This is an optimization exercise on Yosys and OpenROAD, whose aim is small area, not a production implementation.
The RTL was checked by simulation tests, not by an equivalence proof against the original design.
Power figures rest on the tool's default switching activity, not on a simulated workload.

Design Systolic_MMU_Top, start of the top module:
module Systolic_MMU_Top (
    input  wire        CLK,
    input  wire        ASYNC_RST,
    input  wire        SYNC_RST,
    input  wire        EN,
    input  wire        LOAD,
    input  wire [47:0] Inputs,
    input  wire [7:0]  ShiftAmmount,
    input  wire [7:0]  Z,
    output wire [47:0] Out
);
    wire hold_s = ~EN;                               
    wire load_s = EN & ~SYNC_RST;
    wire load_s_n = ~load_s;
    wire hold_w = ~(EN & (SYNC_RST | LOAD));         
    wire load_w = EN & ~SYNC_RST & LOAD;
    wire hold_c = ~(EN & (SYNC_RST | ~LOAD));        
    wire load_c = EN & ~SYNC_RST & ~LOAD;
    wire hold_c_n = ~hold_c;
    wire load_c_n = ~load_c;
    wire [4:0]  nj;
    wire        nt_zero, nm_full;
    wire [17:0] nm, nh;
    Shift_Decode shift_decode (.ShiftAmmount(ShiftAmmount), .J(nj), .T_zero(nt_zero), .M(nm), .M_full(nm_full), .H(nh));
    reg  [7:0] sk_0_0;
    wire [7:0] sk_0_0_d;
    Hold_Mux sk_0_0_m [7:0] (.q(sk_0_0), .d(Inputs[7:0]), .h(hold_s), .l(load_s), .y(sk_0_0_d));
    always @(posedge CLK or negedge ASYNC_RST)
        if (~ASYNC_RST) sk_0_0 <= 8'd0;
        else sk_0_0 <= sk_0_0_d;
    reg  [7:0] sk_1_0;
    wire [7:0] sk_1_0_d;
    Hold_Mux sk_1_0_m [7:0] (.q(sk_1_0), .d(Inputs[15:8]), .h(hold_s), .l(load_s), .y(sk_1_0_d));
    always @(posedge CLK or negedge ASYNC_RST)
        if (~ASYNC_RST) sk_1_0 <= 8'd0;
        else sk_1_0 <= sk_1_0_d;
    reg  [7:0] sk_1_1;
    wire [7:0] sk_1_1_d;
    Hold_Mux sk_1_1_m [7:0] (.q(sk_1_1), .d(sk_1_0), .h(hold_s), .l(load_s), .y(sk_1_1_d));
    always @(posedge CLK or negedge ASYNC_RST)
        if (~ASYNC_RST) sk_1_1 <= 8'd0;
        else sk_1_1 <= sk_1_1_d;
    reg  [7:0] sk_2_0;
    wire [7:0] sk_2_0_d;
    Hold_Mux sk_2_0_m [7:0] (.q(sk_2_0), .d(Inputs[23:16]), .h(hold_s), .l(load_s), .y(sk_2_0_d));
    always @(posedge CLK or negedge ASYNC_RST)
  ...
Size: about 9900 cells after synthesis, roughly 120 I/O pins, ~0.13 mm² of cells after synthesis.
make LEC_CHECK=0 CAP_MARGIN=20 CORE_MARGIN=2 CORE_UTILIZATION=55 CTS_BUF_LIST=sky130_fd_sc_hd__clkbuf_16 CTS_CLUSTER_DIAMETER=100 CTS_CLUSTER_SIZE=30 SLEW_MARGIN=20 SYNTH_HIERARCHICAL=1 finish   # period 12.0 ns
run.sh (not shown) runs the stock make flow with config.mk's settings and CLKGATE_MAP_FILE= SYNTH_SCRIPT=/design/flow/synth_recipe.tcl, a recipe that flattens the netlist after the stock synthesis.
Next try:
CTS_BUF_LIST = sky130_fd_sc_hd__clkbuf_8   (was sky130_fd_sc_hd__clkbuf_16)
CTS_CLUSTER_DIAMETER = 60   (was 100)
CTS_CLUSTER_SIZE = 14   (was 30)
Worst setup slack is better by 0.015 ns.
Power climbs by a few percent.
Sequential power is about the same.
Clock power climbs by about a fifth.
Flip-flop and latch count stays the same.
Die area does not change.
Core utilization climbs by 0.46 points.
Count of clock-buffer cells in the layout climbs by 101.
First-iteration DRC count drops by a few percent.
Next try:
CAP_MARGIN = 5   (was 20)
CTS_BUF_LIST = sky130_fd_sc_hd__clkbuf_16   (was sky130_fd_sc_hd__clkbuf_8)
CTS_CLUSTER_DIAMETER = 100   (was 60)
CTS_CLUSTER_SIZE = 30   (was 14)
SLEW_MARGIN = 5   (was 20)
Result: The changed run passed the timing, DRC and antenna checks. Sequential share of layout area goes up by 0.24 points. Area after synthesis is unchanged. Synthesized cell count does not change.

========
Systolic_MMU_Top, a different RTL version from the one above (not shown whole).
Size in the first run: roughly 9400 cells after synthesis, about 120 I/O pins.
Settings: LEC_CHECK=0, CAP_MARGIN=20, CORE_MARGIN=2, CORE_UTILIZATION=55, CTS_BUF_LIST=sky130_fd_sc_hd__clkbuf_16, CTS_CLUSTER_DIAMETER=100, CTS_CLUSTER_SIZE=30, SLEW_MARGIN=20, SYNTH_HIERARCHICAL=1; clock period 12.0 ns.
The starting point passed the timing, DRC and antenna checks.
Edit:
GPL_TIMING_DRIVEN = 0   (was not set)
What happened:
- clock-buffer cell count rose by 2
- routed wire length barely changes
- design area rose by 2.2%
- first-iteration DRC count fell by about 0.6%
- clock skew rose by 0.0081 ns
- setup slack loses 0.066 ns
- area after synthesis does not change

========
Another version of the RTL of Systolic_MMU_Top (not shown whole).
Size in the first run: about 9500 cells after synthesis, ~1700 flip-flops, roughly 120 I/O pins, ~0.12 mm2 of cells after synthesis.
make LEC_CHECK=0 CAP_MARGIN=20 CORE_MARGIN=2 CORE_UTILIZATION=55 CTS_BUF_LIST=sky130_fd_sc_hd__clkbuf_16 CTS_CLUSTER_DIAMETER=100 CTS_CLUSTER_SIZE=30 PLACE_DENSITY=0.75 SLEW_MARGIN=20 SYNTH_HIERARCHICAL=1 finish   # period 12.0 ns
Change:
PLACE_DENSITY = unset   (was 0.75)
After rerunning:
- The changed run produced a clean layout
- cell area stays flat
- critical path depth fell by 2
- area after synthesis stays the same
- sequential power is about the same

## port drivers added, routing unchanged
No port has a modelled driver above. Below, the same layouts with a new extraction and two added sets of constraints.
Step 1 assumes that a clkbuf_16 drives the clock port and a buf_2 every other input.
Step 2 also shifts input and output timing later by t, the mid clock arrival at the registers, as if the neighbouring blocks saw the same clock.
Three values: ideal ports, drivers, drivers and shift; two values: the first two.
| run | t (ns) | slack for setup (ns) | pins driven straight from the clock port |
|---|---|---|---|
| the first run of note 1 | 0.836 | 0.700 / 0.672 / 0.672 | 1 |
| the second run of note 1 | 1.080 | 0.715 / 0.686 / 0.686 | 1 |
| the third run of note 1 | 0.837 | 0.720 / 0.692 / 0.692 | 1 |
| the first run of note 2 | 0.855 | 0.336 / 0.310 / 0.310 | 1 |
| the second run of note 2 | 0.852 | 0.271 / 0.243 / 0.243 | 1 |
| the first run of note 3 | 0.843 | 0.244 / 0.215 / 0.215 | 1 |
| the second run of note 3 | 0.852 | 0.364 / 0.334 / 0.334 | 1 |
After both steps setup and hold are still met in every run listed. The setup slack of the second run of note 3, which loses most, moves by -0.030 ns with the drivers and by -0.030 ns with both steps.
